This design comes from an exercise in tuning for small area on the open sky130 flow, not from production work.
Only simulation tests tie the RTL to the original design; equivalence was not proved.
Power and IR drop assume default switching activity.

==> flow/design.v <==
`timescale 1ns / 1ps
module Frankie(
	input clock,
	input reset,
	input [15:0] io_in,
	output [15:0] io_out,
	output [15:0] mem_addr,
	output [15:0] mem_wdata,
	output mem_we,
	input [15:0] mem_rdata
	);
	reg [2:0] st;
	reg kern;             
	reg [15:0] pc, sp, mary, shel, ra, copc, comary, io_q;
	reg [15:2] ir;
	reg comp;
	localparam [2:0] S_F = 3'd0, S_D = 3'd1, S_E1 = 3'd2, S_E2 = 3'd3, S_K = 3'd4;
	wire sF = (st == S_F);
	wire sD = (st == S_D);
	wire sE1 = (st == S_E1);
	wire sE2 = (st == S_E2);
	wire sK = (st == S_K);
	wire rF = sF & ~reset;
	wire rD = sD & ~reset;
	wire rE1 = sE1 & ~reset;
	wire rE2 = sE2 & ~reset;
	wire rK = sK & ~reset;
	wire [4:0] op = ir[14:10];
	wire f = ir[15];
	wire [7:0] imm = ir[9:2];
	wire io = &imm;
	wire [15:0] memval = io ? io_in : mem_rdata;
	wire o_aput = (op == 5'd0);
	wire o_sput = (op == 5'd1);
	wire o_aadd = (op == 5'd2);
	wire o_asub = (op == 5'd3);
	wire o_spek = (op == 5'd4);
	wire o_spop = (op == 5'd5);
	wire o_rpop = (op == 5'd6);
	wire o_jimm = (op == 5'd7);
	wire o_jacc = (op == 5'd8);
	wire o_jcmp = (op == 5'd9);
	wire o_jret = (op == 5'd10);
	wire o_jfnc = (op == 5'd11);
	wire o_cequ = (op == 5'd12);
	wire o_cles = (op == 5'd13);
	wire o_cgre = (op == 5'd14);
	wire o_lorr = (op == 5'd15);
	wire o_land = (op == 5'd16);
	wire o_shfl = (op == 5'd17);
	wire o_shfr = (op == 5'd18);
	wire o_load = (op == 5'd19);
	wire o_stor = (op == 5'd20);
	wire o_bkac = (op == 5'd21);
	wire o_bkra = (op == 5'd22);
	wire o_swap = (op == 5'd23);
	wire o_cmp = o_cequ | o_cles | o_cgre;
	wire o_jump = o_jimm | o_jfnc | o_jcmp;
	wire o_push = o_sput | o_bkac | o_bkra;
	wire o_pop = o_spop | o_rpop;
	wire o_shift = o_shfl | o_shfr;
	wire two = o_aadd | o_asub | o_spek | o_pop | o_cmp | o_lorr |
	           o_land | o_shift | o_load;
	wire selshel = (f & ~(o_sput | o_aput | o_jump)) | o_swap;
	wire sx = o_aput | (f & o_jump);
	wire [15:0] B = selshel ? shel : {{8{imm[7] & sx}}, imm};
	wire [4:0] nop = mem_rdata[14:10];
	wire n_push = (nop == 5'd1) | (nop == 5'd21) | (nop == 5'd22);
	wire n_spek = (nop == 5'd4);
	wire n_jfnc = (nop == 5'd11);
	wire [7:0] limm = sD ? mem_rdata[9:2] : imm;
	wire [15:0] lsimm = {{6{limm[7]}}, limm, 2'b00};
	wire intr = (io_in != 16'd0) & ~kern & ~sK;
	reg [15:0] aop, xop;
	reg inv, cin;
	always @* begin
		aop = 16'd0;
		xop = 16'd0;
		inv = 1'b0;
		cin = 1'b0;
		if (rF) begin
			aop = pc;
			cin = 1'b1;
		end
		if (rD) begin
			aop = n_jfnc ? pc : sp;
			if (n_spek) xop = lsimm;
			cin = n_push;
		end
		if (rE1) begin
			if (o_spek) aop = sp;
			else if (f & (o_jacc | o_jump)) aop = pc;
			if (o_spek) begin
				xop = lsimm;
				inv = 1'b1;
				cin = 1'b1;
			end else if (o_jacc & f) xop = {mary[11:0], 4'b0};
			else if (o_jacc | o_stor | (o_bkac & ~f)) xop = mary;
			else if (o_jret | o_bkra) xop = ra;
			else xop = B;    
		end
		if (rE2) begin
			if (o_pop) begin
				aop = sp;
				inv = 1'b1;
				cin = 1'b0;
			end else begin
				aop = mary;
				xop = B;
				inv = o_asub | o_cmp;
				cin = o_asub | o_cmp;
			end
		end
		if (rK) xop = 16'd254;
	end
	wire [15:0] sum = aop + (xop ^ {16{inv}}) + {15'b0, cin};
	wire zero = (sum == 16'd0);
	wire big = rE1 & (|B[15:4]);
	wire [3:0] sha = rE1 ? B[3:0] : 4'd0;
	wire [15:0] rmary = {mary[0], mary[1], mary[2], mary[3], mary[4], mary[5], mary[6], mary[7],
	                     mary[8], mary[9], mary[10], mary[11], mary[12], mary[13], mary[14], mary[15]};
	wire [15:0] shin = o_shfr ? rmary : mary;
	wire [15:0] shv = big ? 16'd0 : (shin << sha);
	wire sel_mem = rE2 & (o_spek | o_pop | o_load);
	wire sel_or = rE2 & o_lorr;
	wire sel_and = rE2 & o_land;
	wire sel_sh = (rE1 | rE2) & o_shift;
	reg [15:0] res;
	always @* begin
		if (sel_mem) res = memval;
		else if (sel_or) res = mary | B;
		else if (sel_and) res = mary & B;
		else if (sel_sh) res = shv;
		else res = sum;
	end
	assign mem_addr = (sE1 & (o_push | o_spek | o_pop)) ? sp : (sE1 & (o_load | o_stor)) ? B : pc;
	assign mem_we = sE1 & (o_stor | o_push) & ~io;
	assign mem_wdata = xop;
	assign io_out = io_q;
	wire ret = (pc == 16'd255);
	always @(posedge clock) begin
		if (reset) begin
			st <= S_F;
			kern <= 1'b0;
		end else begin
			if (intr) st <= S_K;
			else if (sF) st <= S_D;
			else if (sD) st <= S_E1;
			else if (sE1 & two) st <= S_E2;
			else st <= S_F;
			if (sK) kern <= 1'b1;
		end
	end
	always @(posedge clock) begin
		if (~kern & ~sK) copc <= pc;
		if (~kern & ~sK & ~(sE2 & o_shift)) comary <= mary;
	end
	always @(posedge clock) begin
		if (sD) ir <= mem_rdata[15:2];
	end
	always @(posedge clock) begin
		if (reset | (rE1 & o_stor & io)) io_q <= res;
	end
	wire pc_we = reset | rF | rK | (rE1 & (o_jret | o_jacc | o_jimm | o_jfnc | (o_jcmp & comp)));
	wire pc_co = rF & ret;
	always @(posedge clock)
		pc <= ({16{~pc_we}} & pc) | ({16{pc_co}} & copc) | ({16{pc_we & ~pc_co}} & res);
	always @(posedge clock) begin
		if (reset | (rD & (n_push | n_spek) & ~intr) | (rE1 & o_spek) | (rE2 & o_pop))
			sp <= sum;
	end
	wire mary_we = reset | (rF & ret) | (rE1 & ((o_aput & ~f) | o_swap | (o_shift & ~intr))) |
	    (rE2 & (((o_spek | o_spop) & ~f) | o_load | o_aadd | o_asub | o_lorr | o_land | o_shift));
	wire mary_co = rF & ret;
	always @(posedge clock)
		mary <= ({16{~mary_we}} & mary) | ({16{mary_co}} & comary) | ({16{mary_we & ~mary_co}} & res);
	wire shel_we = reset | (rE1 & ((o_aput & f) | o_swap)) | (rE2 & (o_spek | o_spop) & f);
	wire shel_sw = rE1 & o_swap;
	always @(posedge clock)
		shel <= ({16{~shel_we}} & shel) | ({16{shel_sw}} & mary) | ({16{shel_we & ~shel_sw}} & res);
	always @(posedge clock) begin
		if (reset | (rD & n_jfnc & ~intr) | (rE2 & o_rpop))
			ra <= res;
	end
	always @(posedge clock) begin
		if (reset) comp <= 1'b0;
		else if (sE2 & o_cmp)
			comp <= o_cequ ? zero : o_cles ? sum[15] : (~sum[15] & ~zero);
	end
endmodule
clock: 8.0 ns
lec_check: 0
cap_margin: 10
core_margin: 2
core_utilization: 40
gpl_timing_driven: 0
place_density: 0.6
slew_margin: 10
standard.sh (not shown) runs the stock make flow with config.mk's settings and CLKGATE_MAP_FILE= SYNTH_SCRIPT=/design/flow/synth_recipe.tcl, a recipe that flattens the netlist after the stock synthesis.
==> flow/flow/run.sh <==
#!/bin/bash
# Own flow: the standard layout (standard.sh), with
#  - synthesis mapping the logic with an area-oriented ABC script (flow/synth.tcl, flow/area.abc);
#    the registers are mapped before ABC runs, and this flow checks that they match the standard
#    synthesis's (names and cells), falling back to the standard synthesis if they do not,
#  - the smallest buffer (buf_1) on each port,
#  - a clock tree of clkbuf_8 buffers, without dummy loads.
# Each step's full output goes to a log file in this folder.
set -euo pipefail
W=$(pwd)
RES=orfs/results/sky130hd/Frankie/base

# the standard synthesis, as a reference for the registers
sed "s|WORK_HOME=[^ ]*|WORK_HOME=$W/orfs_ref|" standard.sh > ref_synth.sh
bash ref_synth.sh synth > $W/ref_synth.log 2>&1

bash standard.sh SYNTH_SCRIPT=$W/flow/synth.tcl synth > $W/synth.log 2>&1
if ! grep -q "abc with script" orfs/logs/*/Frankie/base/1_2_yosys.log ||
   ! python3 flow/regs.py orfs_ref/results/sky130hd/Frankie/base/1_2_yosys.v $RES/1_2_yosys.v > $W/regs.log 2>&1; then
  echo "falling back to the standard synthesis" >> $W/regs.log
  rm -rf orfs
  bash standard.sh synth > $W/synth.log 2>&1
fi

# the rest of the standard layout
bash standard.sh \
  "BUFFER_PORTS_ARGS=-buffer_cell sky130_fd_sc_hd__buf_1" \
  "CTS_ARGS=-sink_clustering_enable -repair_clock_nets -dont_use_dummy_load -buf_list sky130_fd_sc_hd__clkbuf_8 -root_buf sky130_fd_sc_hd__clkbuf_8" \
  finish > $W/layout.log 2>&1
Other scripts of this flow, unchanged in this note and not shown: flow/flow/area.abc, flow/flow/regs.py, flow/flow/synth.tcl
Rerun with:
--- a/flow/design.v
+++ b/flow/design.v
@@ -55,15 +55,13 @@
 	wire o_bkra = (op == 5'd22);
 	wire o_swap = (op == 5'd23);
 	wire o_cmp = o_cequ | o_cles | o_cgre;
-	wire o_jump = o_jimm | o_jfnc | o_jcmp;
 	wire o_push = o_sput | o_bkac | o_bkra;
 	wire o_pop = o_spop | o_rpop;
 	wire o_shift = o_shfl | o_shfr;
+	wire o_jump = o_jimm | o_jfnc | o_jcmp;
 	wire two = o_aadd | o_asub | o_spek | o_pop | o_cmp | o_lorr |
 	           o_land | o_shift | o_load;
-	wire selshel = (f & ~(o_sput | o_aput | o_jump)) | o_swap;
-	wire sx = o_aput | (f & o_jump);
-	wire [15:0] B = selshel ? shel : {{8{imm[7] & sx}}, imm};
+	wire [15:0] B = (((f & ~o_sput) | o_swap)) ? shel : {8'b0, imm};
 	wire [4:0] nop = mem_rdata[14:10];
 	wire n_push = (nop == 5'd1) | (nop == 5'd21) | (nop == 5'd22);
 	wire n_spek = (nop == 5'd4);
@@ -97,7 +95,8 @@
 			end else if (o_jacc & f) xop = {mary[11:0], 4'b0};
 			else if (o_jacc | o_stor | (o_bkac & ~f)) xop = mary;
 			else if (o_jret | o_bkra) xop = ra;
-			else xop = B;    
+			else if (o_swap | o_sput | o_bkac) xop = B;
+			else xop = {{8{imm[7] & (f | o_aput)}}, imm};    
 		end
 		if (rE2) begin
 			if (o_pop) begin
The new run completed without violations.
Die area went up by 1.1%.
Register-to-register slack is better by 0.18 ns.
Synthesized cell count went up by about 2.4%.
Hold slack is better by 0.0050 ns.
Wire length went up by 0.65%.
Clock skew went down by 0.024 ns.
Total power went down by 4.3%.
Final area went down by 1.4%.
Core utilization went down by 1.0 points.
Synthesized area went up by 1.1%.
Sequential power barely changes.
Final cell count went up by about 0.36%.
Non-clock buffer count went down by 18.

* * *

Setup of run B:
Frankie, a different RTL version from the one above (not shown whole).
Size in the first run: about 150 flip-flops, roughly 83 I/O pins, about 8400 µm² of cells after synthesis.
clock: 8.0 ns
lec_check: 0
cap_margin: 10
core_margin: 2
core_utilization: 40
gpl_timing_driven: 0
place_density: 0.6
slew_margin: 10
==> flow/flow/area.abc <==
strash; dc2; &get -n; &deepsyn -T 40; &put; dch -f; amap; topo; stime -c; upsize -D 5000; dnsize -D 5000
==> flow/flow/regs.py <==
#!/usr/bin/env python3
"""regs.py REF MINE: exit 0 if both netlists have the same registers (instance name and cell
family), else print the difference and exit 1."""
import re
import sys

CELL = re.compile(r"^\s*(sky130_fd_sc_hd__\w+)\s+(\\\S+|\w+)\s*\(", re.M)


def regs(path):
    text = open(path).read()
    return {
        name.lstrip("\\"): re.sub(r"_\d+$", "", cell)
        for cell, name in CELL.findall(text)
        if re.search(r"__(e|s|se)?df", cell)
    }


ref, mine = regs(sys.argv[1]), regs(sys.argv[2])
if ref == mine and ref:
    print(f"registers match: {len(ref)}")
    sys.exit(0)
print(f"registers differ: reference {len(ref)}, this synthesis {len(mine)}")
for n in sorted(set(ref) ^ set(mine))[:20]:
    print("  ", n, ref.get(n), mine.get(n))
sys.exit(1)
==> flow/flow/synth.tcl <==
# The standard synthesis (synth_recipe.tcl), with ABC's technology mapping run on an
# area-oriented script (area.abc beside this file) instead of ORFS's speed script.
# Registers are mapped before ABC runs, so their names and cells are unchanged.
proc synth {args} { yosys synth -nofsm -noshare {*}$args }
set ::area_abc [file join [file dirname [file normalize [info script]]] area.abc]
proc abc {args} {
  set i [lsearch -exact $args -script]
  if {$i >= 0} {
    set args [lreplace $args [expr {$i + 1}] [expr {$i + 1}] $::area_abc]
  }
  puts "abc with script $::area_abc"
  yosys abc {*}$args
}
source $::env(SCRIPTS_DIR)/synth.tcl
# left out here: clear keep_hierarchy, flatten, clean up, hide names made inside functions, write 1_2_yosys.v
Scripts as last shown in full above: flow/flow/run.sh
Modified inputs, run A compared to run B
--- a/flow/design.v
+++ b/flow/design.v
@@ -50,43 +50,44 @@
 	wire o_shfl = (op == 5'd17);
 	wire o_shfr = (op == 5'd18);
 	wire o_load = (op == 5'd19);
 	wire o_stor = (op == 5'd20);
 	wire o_bkac = (op == 5'd21);
 	wire o_bkra = (op == 5'd22);
 	wire o_swap = (op == 5'd23);
 	wire o_cmp = o_cequ | o_cles | o_cgre;
+	wire o_jump = o_jimm | o_jfnc | o_jcmp;
 	wire o_push = o_sput | o_bkac | o_bkra;
 	wire o_pop = o_spop | o_rpop;
 	wire o_shift = o_shfl | o_shfr;
-	wire o_jump = o_jimm | o_jfnc | o_jcmp;
 	wire two = o_aadd | o_asub | o_spek | o_pop | o_cmp | o_lorr |
 	           o_land | o_shift | o_load;
-	wire [15:0] B = (((f & ~o_sput) | o_swap)) ? shel : {8'b0, imm};
+	wire selshel = (f & ~(o_sput | o_aput | o_jump)) | o_swap;
+	wire sx = o_aput | (f & o_jump);
+	wire [15:0] B = selshel ? shel : {{8{imm[7] & sx}}, imm};
 	wire [4:0] nop = mem_rdata[14:10];
 	wire n_push = (nop == 5'd1) | (nop == 5'd21) | (nop == 5'd22);
 	wire n_spek = (nop == 5'd4);
 	wire n_jfnc = (nop == 5'd11);
 	wire [7:0] limm = sD ? mem_rdata[9:2] : imm;
 	wire [15:0] lsimm = {{6{limm[7]}}, limm, 2'b00};
 	wire intr = (io_in != 16'd0) & ~kern & ~sK;
 	wire a_pc = rF | (rD & n_jfnc) | (rE1 & f & (o_jacc | o_jump));
 	wire a_sp = (rD & ~n_jfnc) | (rE1 & o_spek) | (rE2 & o_pop);
 	wire a_mary = rE2 & ~o_pop;
 	wire x_lsimm = (rD & n_spek) | (rE1 & o_spek);
 	wire x_mary4 = rE1 & o_jacc & f;
 	wire x_mary = rE1 & ((o_jacc & ~f) | o_stor | (o_bkac & ~f));
 	wire x_ra = rE1 & (o_jret | o_bkra);
-	wire x_B = (rE1 & (o_swap | o_sput | (o_bkac & f))) | (rE2 & ~o_pop);
-	wire x_imm = rE1 & ~(o_spek | o_jacc | o_stor | o_bkac | o_jret | o_bkra | o_swap | o_sput);
+	wire x_B = (rE1 & ~(o_spek | o_jacc | o_stor | (o_bkac & ~f) | o_jret | o_bkra)) |
+	           (rE2 & ~o_pop);
 	wire [15:0] aop = ({16{a_pc}} & pc) | ({16{a_sp}} & sp) | ({16{a_mary}} & mary);
 	wire [15:0] xop = ({16{x_lsimm}} & lsimm) | ({16{x_mary4}} & {mary[11:0], 4'b0}) |
 	                  ({16{x_mary}} & mary) | ({16{x_ra}} & ra) | ({16{x_B}} & B) |
-	                  ({16{x_imm}} & {{8{imm[7] & (f | o_aput)}}, imm}) |    
 	                  ({16{rK}} & 16'd254);
 	wire inv = (rE1 & o_spek) | (rE2 & (o_pop | o_asub | o_cmp));
 	wire cin = rF | (rD & n_push) | (rE1 & o_spek) | (rE2 & (o_asub | o_cmp));
 	wire [15:0] sum = aop + (xop ^ {16{inv}}) + {15'b0, cin};
 	wire zero = (sum == 16'd0);
 	wire big = rE1 & (|B[15:4]);
 	wire [3:0] sha = rE1 ? B[3:0] : 4'd0;
 	wire [15:0] rmary = {mary[0], mary[1], mary[2], mary[3], mary[4], mary[5], mary[6], mary[7],
### Flow results
Per the comparison of run A with run B, pin count of the biggest net entering global routing decreased by about 4% relative to the old numbers; effective utilization at floorplan now larger; area of the multi-input gates flat.
Run A reports a lower count of inverters other than clock inverters in the layout than run B does.
The final reports for run A and run B show count of plain and timing-repair buffers higher in the former.
From run B to run A the numbers moved as follows: fraction of area in multi-input gates +0.43 points, combinational power increased 44%.
Fraction of the mapped netlist area in adder cells essentially unchanged between run B and run A.
Looking at power share of the clock group, run A sits 3.2 points below run B.

==> separate check: timing with driven ports <==
How much do the figures lean on ideal ports? The routed layouts below were timed once more, with nothing changed but the port constraints. Step 1: set_driving_cell puts a clkbuf_16 on clock and a buf_2 on each other input, an assumption about the parent block. Step 2 moves the port delays by t, midway between the first and last clock arrival at a register: inputs arrive t later, outputs are due t later. That takes back most of the time a late clock gives input paths. Slacks: ideal ports / drivers / drivers and shift; pairs: ideal ports / drivers.
| run | shift t [ns] | setup slack, ns | hold slack, ns |
|---|---|---|---|
| the first run of note 1 | 0.494 | 0.336 / 0.354 / -0.140 | 0.447 / 0.447 / 0.447 |
| the second run of note 1 | 0.506 | 0.518 / 0.534 / 0.028 | 0.452 / 0.452 / 0.452 |
| run B | 0.508 | 0.507 / 0.531 / 0.023 | 0.452 / 0.452 / 0.452 |
| run A | 0.516 | 0.236 / 0.236 / -0.150 | 0.413 / 0.413 / 0.413 |
Met with ideal ports but missed after step 2: setup timing in the first run of note 1 and run A. For the second run of note 1, which loses most, drivers alone change the setup slack by +0.016 ns; drivers and shift together by -0.490 ns.
